This is an optimization exercise on Yosys and OpenROAD, whose aim is small area, not a production implementation.
Function was checked by simulation only, so behaviour that the tests miss may differ from the original.
Power and IR drop assume default switching activity.

==> flow/design.v <==
module stopwatch(input CLOCK, input rst, input tick, input SW1, SW0, SW2, SW3, SW4, input [3:0] layer, input [31:0] x, y, output [15:0] oled_data);
    reg [5:0] cnt;    
    reg [3:0] u;
    reg [2:0] t;
    reg [2:0] m;
    reg r, g, b;      
    wire act = tick & (layer == 4'd5);
    wire clr = rst | (act & SW1);
    wire inc = act & SW0;
    wire top = cnt[5] & cnt[4] & cnt[1];       
    wire run = ~(((m[2])));                           
    wire tinc = inc & top & run;
    wire uw = tinc & (((u[0] & ~u[1] & u[3])));                      
    wire tw = uw & (((~t[1] & t[2])));                        
    wire [3:0] u_nx = {((~u[0] & u[3]) | (u[1] & u[3]) | (u[0] & u[2])), ((u[2] & ~u[3]) | (u[0] & ~u[1] & ~u[3])), ((~u[1] & ~u[2] & ~u[3]) | (u[2] & u[3]) | (~u[0] & ~u[2] & ~u[3])), ((u[1] & ~u[3]) | (~u[0] & u[3]))};
    wire [2:0] t_nx = {((t[1] & t[2]) | (t[0] & ~t[1] & ~t[2])), ((~t[1] & ~t[2]) | (~t[0] & ~t[2])), ((t[1]))};
    wire [2:0] m_nx = {((m[2]) | (m[0] & ~m[1])), ((~m[0]) | (~m[1])), ((m[1] & ~m[2]))};
    always @(posedge CLOCK) begin
        if (clr) begin
            cnt <= 6'd0; u <= 4'd0; t <= 3'd0; m <= 3'd0;
        end else if (inc) begin
            cnt <= top ? 6'd0 : cnt + 6'd1;
            if (tinc) u <= u_nx;
            if (uw) t <= t_nx;
            if (tw) m <= m_nx;
        end
    end
    wire [12:0] xy = {x[6:0], y[5:0]};
    wire [5:0] X = x[6:1];
    wire [4:0] Y = y[5:1];
    wire ttl = (xy[0] & xy[1] & xy[2] & xy[3] & ~xy[4] & ~xy[5] & xy[11]) | (~xy[2] & xy[3] & ~xy[4] & ~xy[5] & ~xy[6] & ~xy[7] & ~xy[9] & xy[11]) | (~xy[2] & xy[3] & ~xy[4] & ~xy[5] & ~xy[6] & ~xy[8] & xy[9] & ~xy[10] & xy[11]) | (xy[0] & xy[1] & xy[2] & xy[3] & ~xy[4] & ~xy[5] & ~xy[9] & ~xy[10] & xy[12]) | (xy[0] & xy[3] & ~xy[4] & ~xy[5] & ~xy[6] & ~xy[7] & xy[9] & ~xy[10] & xy[12]) | (xy[0] & xy[1] & xy[2] & xy[3] & ~xy[4] & ~xy[5] & xy[9] & xy[10] & ~xy[12]) | (xy[0] & xy[1] & xy[3] & ~xy[4] & ~xy[5] & ~xy[6] & xy[7] & xy[10] & xy[11]) | (xy[0] & xy[1] & xy[2] & ~xy[4] & ~xy[5] & xy[8] & xy[9] & xy[10] & xy[11]) | (~xy[0] & ~xy[1] & xy[3] & ~xy[4] & ~xy[5] & ~xy[6] & ~xy[7] & ~xy[9] & xy[11]) | (~xy[2] & xy[3] & ~xy[4] & ~xy[5] & ~xy[6] & ~xy[7] & xy[9] & ~xy[10] & xy[12]) | (xy[0] & xy[1] & xy[2] & ~xy[4] & ~xy[5] & ~xy[6] & ~xy[7] & ~xy[10] & xy[12]) | (xy[0] & xy[1] & xy[2] & ~xy[4] & ~xy[5] & xy[7] & xy[9] & xy[10] & ~xy[11] & ~xy[12]) | (~xy[2] & xy[3] & ~xy[4] & ~xy[5] & ~xy[6] & xy[7] & ~xy[8] & ~xy[9] & ~xy[10] & xy[12]) | (~xy[1] & ~xy[2] & xy[3] & ~xy[4] & ~xy[5] & ~xy[6] & xy[7] & xy[8] & xy[9] & xy[11]) | (~xy[0] & ~xy[1] & xy[2] & xy[3] & ~xy[4] & ~xy[5] & ~xy[6] & xy[7] & xy[10] & xy[11]) | (~xy[0] & ~xy[1] & xy[3] & ~xy[4] & ~xy[5] & ~xy[6] & ~xy[7] & xy[9] & xy[10] & ~xy[11] & ~xy[12]) | (xy[0] & xy[1] & xy[2] & xy[3] & ~xy[4] & ~xy[5] & ~xy[8] & ~xy[10] & xy[12]) | (xy[0] & xy[1] & xy[2] & ~xy[4] & ~xy[5] & ~xy[6] & ~xy[7] & xy[10] & xy[11]) | (~xy[0] & xy[1] & ~xy[2] & xy[3] & ~xy[4] & ~xy[5] & ~xy[8] & xy[9] & ~xy[10] & xy[12]) | (~xy[0] & ~xy[1] & xy[3] & ~xy[4] & ~xy[5] & ~xy[6] & xy[7] & ~xy[9] & ~xy[10] & xy[12]) | (xy[0] & xy[1] & xy[2] & ~xy[4] & ~xy[5] & ~xy[7] & xy[8] & xy[9] & xy[11]) | (~xy[1] & xy[3] & ~xy[4] & ~xy[5] & ~xy[6] & ~xy[7] & xy[9] & ~xy[10] & xy[12]) | (xy[0] & xy[1] & xy[2] & ~xy[4] & ~xy[5] & xy[7] & ~xy[8] & xy[9] & ~xy[10] & xy[11]) | (xy[0] & xy[2] & xy[3] & ~xy[4] & ~xy[5] & ~xy[7] & xy[8] & ~xy[9] & ~xy[10] & xy[12]) | (xy[0] & xy[1] & xy[2] & ~xy[4] & ~xy[5] & xy[6] & xy[8] & ~xy[9] & ~xy[10] & xy[11]) | (xy[0] & xy[1] & xy[3] & ~xy[4] & ~xy[5] & ~xy[7] & ~xy[8] & xy[9] & xy[10] & xy[11]) | (xy[0] & xy[2] & xy[3] & ~xy[4] & ~xy[5] & xy[7] & xy[8] & ~xy[9] & ~xy[10] & xy[11]) | (xy[0] & xy[1] & xy[2] & ~xy[4] & ~xy[5] & ~xy[7] & ~xy[8] & ~xy[9] & ~xy[10] & xy[11]) | (~xy[0] & ~xy[1] & xy[3] & ~xy[4] & ~xy[5] & ~xy[6] & ~xy[8] & xy[9] & ~xy[10] & xy[11]) | (xy[1] & ~xy[2] & xy[3] & ~xy[4] & ~xy[5] & ~xy[6] & xy[7] & xy[8] & xy[10] & xy[11]) | (xy[0] & xy[2] & xy[3] & ~xy[4] & ~xy[5] & xy[6] & ~xy[8] & ~xy[9] & xy[10] & xy[11]) | (xy[0] & xy[1] & xy[2] & ~xy[4] & ~xy[5] & ~xy[6] & xy[7] & ~xy[9] & ~xy[10] & xy[11]) | (xy[0] & xy[2] & xy[3] & ~xy[4] & ~xy[5] & xy[7] & ~xy[8] & xy[9] & xy[10] & ~xy[11] & ~xy[12]) | (~xy[0] & xy[1] & ~xy[2] & xy[3] & ~xy[4] & ~xy[5] & ~xy[7] & xy[8] & xy[9] & ~xy[10] & xy[11]) | (~xy[0] & xy[1] & ~xy[2] & xy[3] & ~xy[4] & ~xy[5] & xy[7] & ~xy[8] & xy[9] & xy[10] & ~xy[11] & ~xy[12]) | (xy[0] & xy[1] & xy[2] & xy[3] & ~xy[4] & ~xy[5] & ~xy[7] & ~xy[10] & xy[12]) | (xy[0] & xy[3] & ~xy[4] & ~xy[5] & ~xy[6] & xy[7] & xy[8] & xy[9] & xy[10] & xy[11]) | (xy[0] & ~xy[1] & ~xy[2] & xy[3] & ~xy[4] & ~xy[5] & ~xy[6] & xy[7] & xy[9] & xy[11]) | (xy[0] & xy[1] & xy[2] & ~xy[4] & ~xy[5] & ~xy[7] & xy[8] & ~xy[9] & ~xy[10] & xy[12]) | (xy[0] & ~xy[2] & xy[3] & ~xy[4] & ~xy[5] & ~xy[6] & xy[8] & ~xy[9] & xy[10] & xy[11]) | (xy[0] & xy[3] & ~xy[4] & ~xy[5] & ~xy[6] & ~xy[7] & ~xy[8] & ~xy[9] & ~xy[10] & xy[11]) | (xy[0] & xy[1] & xy[3] & ~xy[4] & ~xy[5] & xy[7] & xy[8] & ~xy[9] & xy[10] & xy[11]) | (xy[1] & ~xy[2] & xy[3] & ~xy[4] & ~xy[5] & ~xy[6] & xy[7] & ~xy[8] & xy[9] & xy[11]) | (~xy[1] & xy[3] & ~xy[4] & ~xy[5] & ~xy[6] & xy[7] & ~xy[8] & xy[9] & ~xy[10] & xy[11]) | (xy[0] & xy[2] & xy[3] & ~xy[4] & ~xy[5] & xy[6] & xy[8] & ~xy[9] & ~xy[10] & xy[11]) | (~xy[0] & xy[1] & ~xy[2] & xy[3] & ~xy[4] & ~xy[5] & xy[7] & ~xy[8] & xy[9] & ~xy[10] & xy[11]) | (xy[0] & xy[1] & xy[2] & ~xy[4] & ~xy[5] & xy[6] & ~xy[8] & xy[9] & xy[10] & ~xy[11] & ~xy[12]) | (xy[0] & xy[1] & xy[2] & xy[3] & ~xy[4] & ~xy[5] & xy[6] & xy[7] & xy[8] & xy[10] & ~xy[12]) | (xy[0] & xy[2] & xy[3] & ~xy[4] & ~xy[5] & xy[6] & ~xy[8] & xy[9] & xy[10] & ~xy[11] & ~xy[12]) | (xy[0] & xy[1] & xy[2] & ~xy[4] & ~xy[5] & xy[6] & xy[7] & ~xy[8] & ~xy[9] & ~xy[10] & xy[12]) | (xy[0] & xy[2] & xy[3] & ~xy[4] & ~xy[5] & xy[6] & xy[7] & ~xy[8] & ~xy[9] & ~xy[10] & xy[12]) | (~xy[0] & ~xy[1] & xy[2] & xy[3] & xy[4] & ~xy[5] & xy[6] & xy[7] & ~xy[8] & xy[9] & ~xy[10] & xy[11]) | (xy[0] & xy[1] & xy[3] & ~xy[4] & ~xy[5] & ~xy[6] & ~xy[7] & xy[8] & xy[9] & xy[10] & ~xy[11] & ~xy[12]) | (~xy[0] & xy[1] & ~xy[2] & ~xy[3] & ~xy[4] & xy[5] & ~xy[6] & ~xy[7] & xy[8] & xy[9] & ~xy[10] & xy[11]) | (~xy[0] & xy[1] & ~xy[2] & ~xy[3] & ~xy[4] & xy[5] & xy[6] & xy[7] & ~xy[8] & xy[9] & ~xy[10] & xy[11]) | (xy[0] & xy[1] & ~xy[2] & xy[3] & xy[4] & ~xy[5] & xy[6] & xy[7] & ~xy[8] & xy[9] & ~xy[10] & xy[11]) | (~xy[0] & ~xy[1] & ~xy[2] & xy[3] & ~xy[4] & ~xy[5] & xy[6] & ~xy[7] & ~xy[8] & xy[9] & xy[10] & xy[11]) | (~xy[0] & ~xy[1] & xy[2] & xy[3] & xy[4] & ~xy[5] & ~xy[6] & ~xy[7] & xy[8] & xy[9] & ~xy[10] & xy[11]) | (~xy[0] & ~xy[1] & ~xy[2] & xy[3] & ~xy[4] & ~xy[5] & xy[6] & xy[7] & xy[8] & ~xy[9] & xy[10] & xy[11]) | (~xy[0] & xy[1] & ~xy[2] & xy[3] & ~xy[4] & ~xy[5] & xy[6] & ~xy[8] & xy[9] & xy[10] & ~xy[11] & ~xy[12]) | (xy[0] & xy[1] & ~xy[2] & xy[3] & xy[4] & ~xy[5] & ~xy[6] & ~xy[7] & xy[8] & xy[9] & ~xy[10] & xy[11]) | (xy[0] & ~xy[1] & ~xy[2] & ~xy[3] & ~xy[4] & xy[5] & ~xy[6] & ~xy[7] & xy[8] & xy[9] & ~xy[10] & xy[11]) | (xy[0] & ~xy[1] & ~xy[2] & ~xy[3] & ~xy[4] & xy[5] & xy[6] & xy[7] & ~xy[8] & xy[9] & ~xy[10] & xy[11]) | (~xy[1] & ~xy[2] & xy[3] & ~xy[4] & ~xy[5] & ~xy[6] & ~xy[7] & ~xy[8] & xy[9] & xy[10] & ~xy[11] & ~xy[12]);    
    wire su = (X[5]) | (X[1] & X[2] & X[4]);
    wire st = (X[3] & X[4]);
    wire [3:0] d = su ? u : st ? {1'b0, t} : {1'b0, m};
    wire [2:0] cc = {(~X[0] & ~X[3]) | (X[0] & ~X[2] & X[3]), (X[0] & ~X[1]) | (~X[0] & X[1]) | (~X[1] & ~X[3]) | (X[1] & ~X[2] & X[3]), (X[1] & ~X[2]) | (~X[0] & X[2]) | (X[0] & ~X[3])};
    wire [9:0] rom_in = {d, cc, Y[2:0]};
    wire glyph = (rom_in[1] & ~rom_in[2] & rom_in[4] & ~rom_in[7]) | (~rom_in[0] & ~rom_in[1] & rom_in[2] & rom_in[4] & ~rom_in[7]) | (~rom_in[1] & ~rom_in[2] & ~rom_in[4] & ~rom_in[6] & ~rom_in[7]) | (rom_in[1] & ~rom_in[2] & rom_in[7] & ~rom_in[8] & ~rom_in[9]) | (rom_in[0] & rom_in[1] & rom_in[4] & ~rom_in[7] & rom_in[9]) | (rom_in[2] & ~rom_in[3] & ~rom_in[4] & rom_in[8] & ~rom_in[9]) | (rom_in[0] & ~rom_in[1] & rom_in[2] & ~rom_in[4] & ~rom_in[7] & ~rom_in[8]) | (rom_in[4] & ~rom_in[5] & ~rom_in[6] & rom_in[7] & ~rom_in[8]) | (~rom_in[0] & ~rom_in[1] & rom_in[2] & rom_in[4] & rom_in[6]) | (~rom_in[1] & ~rom_in[2] & rom_in[3] & ~rom_in[4] & ~rom_in[7]) | (~rom_in[0] & ~rom_in[1] & ~rom_in[2] & rom_in[7] & rom_in[8]) | (rom_in[0] & rom_in[1] & rom_in[4] & ~rom_in[5] & rom_in[6]) | (rom_in[1] & rom_in[2] & ~rom_in[4] & ~rom_in[6] & ~rom_in[7] & ~rom_in[9]) | (~rom_in[0] & rom_in[1] & rom_in[2] & ~rom_in[4] & ~rom_in[7] & ~rom_in[8] & rom_in[9]) | (rom_in[0] & rom_in[3] & rom_in[5] & rom_in[7] & rom_in[8]) | (~rom_in[2] & rom_in[4] & ~rom_in[5] & rom_in[7] & rom_in[9]) | (rom_in[0] & ~rom_in[1] & ~rom_in[3] & ~rom_in[4] & rom_in[6] & ~rom_in[8] & ~rom_in[9]) | (rom_in[0] & rom_in[2] & ~rom_in[3] & ~rom_in[4] & rom_in[8]) | (rom_in[0] & rom_in[1] & rom_in[4] & rom_in[6] & rom_in[8]) | (~rom_in[0] & ~rom_in[1] & rom_in[2] & rom_in[7] & rom_in[9]) | (rom_in[1] & rom_in[3] & rom_in[5] & rom_in[7] & rom_in[8]) | (~rom_in[0] & ~rom_in[1] & rom_in[2] & rom_in[3] & ~rom_in[7] & rom_in[8]) | (~rom_in[0] & rom_in[2] & rom_in[3] & rom_in[5] & rom_in[6] & rom_in[7]) | (rom_in[0] & ~rom_in[1] & rom_in[2] & rom_in[3] & ~rom_in[4] & rom_in[6] & ~rom_in[8]) | (rom_in[0] & ~rom_in[1] & rom_in[2] & ~rom_in[3] & ~rom_in[6] & rom_in[7] & ~rom_in[8]) | (rom_in[1] & ~rom_in[2] & ~rom_in[3] & rom_in[6] & rom_in[8]) | (rom_in[1] & rom_in[2] & ~rom_in[3] & ~rom_in[4] & rom_in[8]) | (rom_in[0] & rom_in[1] & rom_in[3] & rom_in[4] & rom_in[6] & ~rom_in[7]) | (~rom_in[0] & ~rom_in[2] & ~rom_in[3] & rom_in[4] & rom_in[6] & rom_in[7] & ~rom_in[9]) | (~rom_in[0] & rom_in[1] & rom_in[2] & rom_in[3] & ~rom_in[4] & ~rom_in[7] & ~rom_in[8]);
    wire inrow = (Y >= 5'd12) && (Y <= 5'd18);
    wire inreg = (X >= 6'd15 && X <= 6'd19) || (X >= 6'd24 && X <= 6'd28) || (X >= 6'd31 && X <= 6'd35);
    wire lit = ttl | (inrow & inreg & glyph);
    wire l5 = layer == 4'd5;
    wire s2 = SW2 & l5;
    wire s3 = ~SW2 & SW3 & l5;
    wire s4 = ~SW2 & ~SW3 & SW4 & l5;
    wire sd = ~(s2 | s3 | s4);
    always @(posedge CLOCK) begin
        if (rst) begin
            r <= 1'b0; g <= 1'b0; b <= 1'b0;
        end else begin
            r <= lit ? (s2 | sd) : (s2 | s4);
            g <= lit ? sd : (s2 | s3);
            b <= lit ? (s3 | sd) : s4;
        end
    end
    assign oled_data = {{5{r}}, {6{g}}, {5{b}}};
endmodule
==> flow/flow/run.sh <==
#!/bin/bash
# Own layout flow: the standard ORFS flow, with two changes:
#  1. synthesis uses an area-oriented ABC recipe (flow/abc_area.script) in place of ORFS's;
#     the rest of the synthesis script is ORFS's own, so registers keep their names and cells.
#  2. ports are buffered with sky130_fd_sc_hd__buf_1 instead of the buffer buffer_ports picks.
set -euo pipefail
W=$(pwd)
rm -rf "$W/scripts_mod"
cp -r "$FLOW_HOME/scripts" "$W/scripts_mod"
cp "$W/flow/abc_area.script" "$W/scripts_mod/abc_area.script"
SCRIPTS_DIR="$W/scripts_mod" bash standard.sh synth > "$W/flow_synth.log" 2>&1
BUFFER_PORTS_ARGS="-buffer_cell sky130_fd_sc_hd__buf_1" bash standard.sh > "$W/flow_layout.log" 2>&1
==> flow/flow/abc_area.script <==
strash
dc2
balance
rewrite
refactor
balance
rewrite
rewrite -z
balance
refactor -z
rewrite -z
balance
dc2
balance -l
resub -K 6 -l
rewrite -l
resub -K 6 -N 2 -l
refactor -l
resub -K 8 -l
balance -l
resub -K 8 -N 2 -l
rewrite -l
resub -K 10 -l
rewrite -z -l
resub -K 10 -N 2 -l
balance -l
resub -K 12 -l
refactor -z -l
resub -K 12 -N 2 -l
rewrite -z -l
balance -l
balance
rewrite
refactor
balance
rewrite
rewrite -z
balance
refactor -z
rewrite -z
balance
balance -l
resub -K 6 -l
rewrite -l
resub -K 6 -N 2 -l
refactor -l
resub -K 8 -l
balance -l
resub -K 8 -N 2 -l
rewrite -l
resub -K 10 -l
rewrite -z -l
resub -K 10 -N 2 -l
balance -l
resub -K 12 -l
refactor -z -l
resub -K 12 -N 2 -l
rewrite -z -l
balance -l
dch -f
map -a
strash
dch -f
map -a
topo
==> flow/standard.sh <==
#!/bin/bash
# synth_recipe.tcl (not shown) runs the flow's synth.tcl, then flattens the netlist and writes it again
# the make line also repeats each setting of config.mk as NAME=value (left out here)
make -C /OpenROAD-flow-scripts/flow DESIGN_CONFIG=/design/flow/config.mk WORK_HOME=/design/flow/orfs CLKGATE_MAP_FILE= SYNTH_SCRIPT=/design/flow/synth_recipe.tcl "${@:-finish}"
==> flow/config.mk <==
export PLATFORM = sky130hd
export DESIGN_NAME = stopwatch
export DESIGN_NICKNAME = stopwatch
export VERILOG_FILES = /design/flow/design.v
export SDC_FILE = /design/flow/constraint.sdc
export NUM_CORES = 4
export LEC_CHECK = 0
export ABC_AREA = 1
export CAP_MARGIN = 20
export CORE_MARGIN = 2
export CORE_UTILIZATION = 40
export SLEW_MARGIN = 20
==> flow/constraint.sdc <==
create_clock -name core_clock -period 10.0 [get_ports {CLOCK}]
set_input_delay 2.0000 -clock core_clock [delete_from_list [all_inputs] [get_ports {CLOCK}]]
set_output_delay 2.0000 -clock core_clock [all_outputs]
set_load 0.01 [all_outputs]
==> results.json <==
{
  "dp_hpwl_um": 4422,
  "crit-reg2reg-launch": "u[1]",
  "first_pass_grt_wire_length_um": 9156,
  "antenna-diode-count": 0,
  "start_util_pct": 41.33,
  "leakage_nw": 0.6389,
  "vdd.ir_drop.worst_mv": 0.04389,
  "cts_clk_pin_slew_worst_paths_ns": 0.08,
  "die_w_um": 73.63,
  "path_class": "in2reg",
  "num_vias": 2454,
  "worstRegToRegCells": 10,
  "fmaxAchievable_mhz": 184.8,
  "cts_buffers": 3,
  "power.density_cell_area_mw_per_mm2": 86.34,
  "grt_antenna_before_repair": 0,
  "synth_cell_type_count": 28,
  "insertion_delay_ns": 0.26,
  "timing.max_cap.violations": 0,
  "timing.rr.end": "g",
  "fin_skew_ns": 0.007150,
  "i_o_pin_cnt": 92,
  "worstMarginPinSlew_ns": 0.6924,
  "clock_path_buffers": 2,
  "timing.final.max_slew_violations": 0,
  "timing.hold.worst.class": "reg2reg",
  "clkSinkCount": 19,
  "cts.root.buffer_cell": "clkbuf_8",
  "ff2ff_setup_slack_ns": 7.46,
  "grtUsageTotal_pct": 20.90,
  "design.die.area_mm2": 0.005421,
  "postSynthRegisterBits": 19,
  "number_of_nets_with_antenna_violations_after_detailed_routing": 0,
  "tritoncts": "yes",
  "finalWirelength_um": 5606,
  "buffer_ports.inserted": 40,
  "clock_tree.htree_level_count": 1,
  "worst_setup_path_start_kind": "input port",
  "outcome": "timing/DRC/antenna clean",
  "core_area_mm2": 0.004692,
  "critical_path.startpoint": "x[2]",
  "period_minus_slack_ns": 5.411,
  "yosysWarnings": 1,
  "gpl.final_weighted_congestion": 0.9249,
  "syn_area_mm2": 0.001939,
  "cp_data_required_time_ns": 10.19,
  "timing.critical_path.to": "g",
  "cts_repair_resize_count": 0,
  "final_util_pct": 44.40,
  "postCtsSetupBuffers": 0,
  "drc": 0,
  "die_height_um": 73.63,
  "hold_ws_ns": 0.4745,
  "timing.final.hold_violations": 0,
  "worst_setup_slack_before_clock_tree_synthesis_ns": 4.415,
  "path_max_fanout": 9,
  "viasPerCell": 5.913,
  "synth-seq-area-share_pct": 19.61,
  "initialDrtViolationCount": 200,
  "setup-tns-final_ns": 0,
  "report.final.setup_viol": 0,
  "synth_fp_nets": 412,
  "arrival_ns": 5.60,
  "grt_start_max_net_pins": 13,
  "fin_cells": 415,
  "detail_route.wl_per_cell_um": 13.51,
  "syn_inst": 333,
  "postSynthAreaPerCell_um2": 5.824,
  "placedCellCount": 411,
  "period_share_pct": 54.11,
  "postCtsHoldBufs": 0,
  "post-route-worst-setup-slack_ns": 4.589,
  "floorplan.rows": 25,
  "firstDrtPassIters": 5,
  "globalRoute.totalOverflow": 0,
  "rsz0062_at_grt": "no",
  "num-nets-final": 441,
  "slew_headroom_pct": 53.35,
  "vias_in_the_first_global_route": 2047,
  "layout-drive-gt1-share_pct": 1.939,
  "flow.area_growth_from_synthesis_pct": 7.419,
  "crit_path_end_kind": "register"
}
## power breakdown
group | total, W | switching (W) | internal [W]
Combinational | 0.0000478 | 0.0000346 | 0.0000132
Sequential | 0.0000773 | 0.000000854 | 0.0000765
Clock | 0.0000548 | 0.0000270 | 0.0000277
Total | 0.000180 | 0.0000625 | 0.000117
## critical path, stage by stage
cell      delay (ns)
buf_1           0.37
clkinv_1        0.37
ha_1            0.37
nor3_1          0.59
clkinv_1        0.24
nor2_1          0.15
clkinv_1        0.09
nor2_1          0.10
clkinv_1        0.10
nor2_1          0.10
clkinv_1        0.10
nor3_1          0.21
o32ai_1         0.15
nand4_1         0.11
o221a_2         0.20
nor2_1          0.07
nor2_1          0.09
nand2_1         0.07
a21oi_1         0.14
## worst min path at each step
stage / start / endpoint / slack [ns] / cells after the start
after floorplan: cnt[5] / cnt[5] / 0.44 / 2
after global placement: cnt[5] / cnt[5] / 0.45 / 2
after detailed placement: cnt[5] / cnt[5] / 0.46 / 2
after CTS: cnt[5] / cnt[5] / 0.48 / 2
after global routing: u[2] / u[3] / 0.52 / 2
final: cnt[5] / cnt[5] / 0.47 / 2
## layout by cell type, fill, tap and decap left out, drive strengths merged
cell     count
nor2        62
clkinv      53
a221oi       3
a31oi       11
o32ai        4
a22oi        1
a32oi        1
nand3       16
o211ai       2
o31ai        3
nand2       36
buf         40
o2111ai      1
o221a        1
o311ai       1
a21oi       24
and3         2
o22ai        2
ha           3
nor4         6
o41ai        1
nand4        4
dfxtp       19
nor3        27
a2111oi      1
o21ai       29
o21a         2
clkbuf       3
a211oi       3
## cell families after synthesis
kind of cell | Yosys count | share of synthesized area (%)
AO/OA/AOI/OAI | 90 | 28.13
adder cells (fa/ha/maj) | 3 | 1.936
buffers and inverters | 68 | 16.26
flip-flops | 19 | 19.61
AND/OR/NAND/NOR | 153 | 34.06
## synth_stat cells
cell type,count,area (um2)
a2111oi_0,1,8.760
a211oi_1,3,22.52
a21oi_1,24,120.1
a221oi_1,3,26.28
a22oi_1,1,7.510
a31oi_1,11,68.82
a32oi_1,1,8.760
and3_2,2,15.01
buf_4,16,120.1
clkinv_1,52,195.2
dfxtp_1,19,380.4
ha_1,3,37.54
nand2_1,36,135.1
nand3_1,16,80.08
nand4_1,4,25.02
nor2_1,62,232.7
nor3_1,27,135.1
nor4_1,6,37.54
o2111ai_1,1,8.760
o211ai_1,2,15.01
o21a_1,2,15.01
o21ai_0,29,145.1
o221a_2,1,11.26
o22ai_1,2,12.51
o311ai_0,1,8.760
o31ai_1,3,22.52
o32ai_1,4,35.03
o41ai_1,1,8.760
## per-stage QoR
step / area (um2) / total power [W]
4_1_cts: 2083 / 0.0001813
3_5_place_dp: 2037 / 0.0001256
5_1_grt: 2083 / 0.0001904
2_1_floorplan: 1939 / 0.0001126
6_report: 2083 / 0.0001799
3_3_place_gp: 2037 / 0.0001264
## area by class of cell
type / instances / area, um2
multi-input cells: 246 / 1244
repair buffers: 40 / 150.1
inverters: 52 / 195.2
fillers: 517 / 2609
clock inverters: 1 / 5.005
well taps: 54 / 67.56
flip-flops and latches: 19 / 380.4
clock buffers: 3 / 41.29
## registers in the layout, summed over array words and instances, names as in the netlist
name and cells:
b 1, cnt 6, r 1, g 1, m 3, t 3, u 4
## routing by layer
layer | wire [um] | vias to the layer above | share of wire, % | GRT usage, %
met3 | 466 | 18 | 8.3 | 2.606
li1 | - | 1217 | - | -
met5 | 0 | - | 0 | 0
met4 | 121 | 0 | 2.2 | 7.071
met2 | 2475 | 138 | 44 | 32.04
met1 | 2543 | 1081 | 45 | 30.04

[re-timing with driven ports]
No port has a modelled driver above. Below, the same layout with a new extraction and two added sets of constraints.
Step 1 (the two cells are an assumption about what drives the block):
set clk [get_ports {CLOCK}]
set_driving_cell -lib_cell sky130_fd_sc_hd__clkbuf_16 $clk
set_driving_cell -lib_cell sky130_fd_sc_hd__buf_2 [delete_from_list [all_inputs] $clk]
Step 2 also shifts input and output timing later by t, the mid clock arrival at the registers, as if the neighbouring blocks saw the same clock.
a / b / c = no drivers / after step 1 / after step 2; a / b = the first two.
t, ns: 0.283
setup WS [ns]: 4.589 / 4.593 / 4.310
worst setup path at the end: input to register
pins driven straight from the clock port: 1
After both steps setup and hold are still met in this run. The setup slack of this run moves by +0.004 ns with the drivers and by -0.279 ns with both steps.
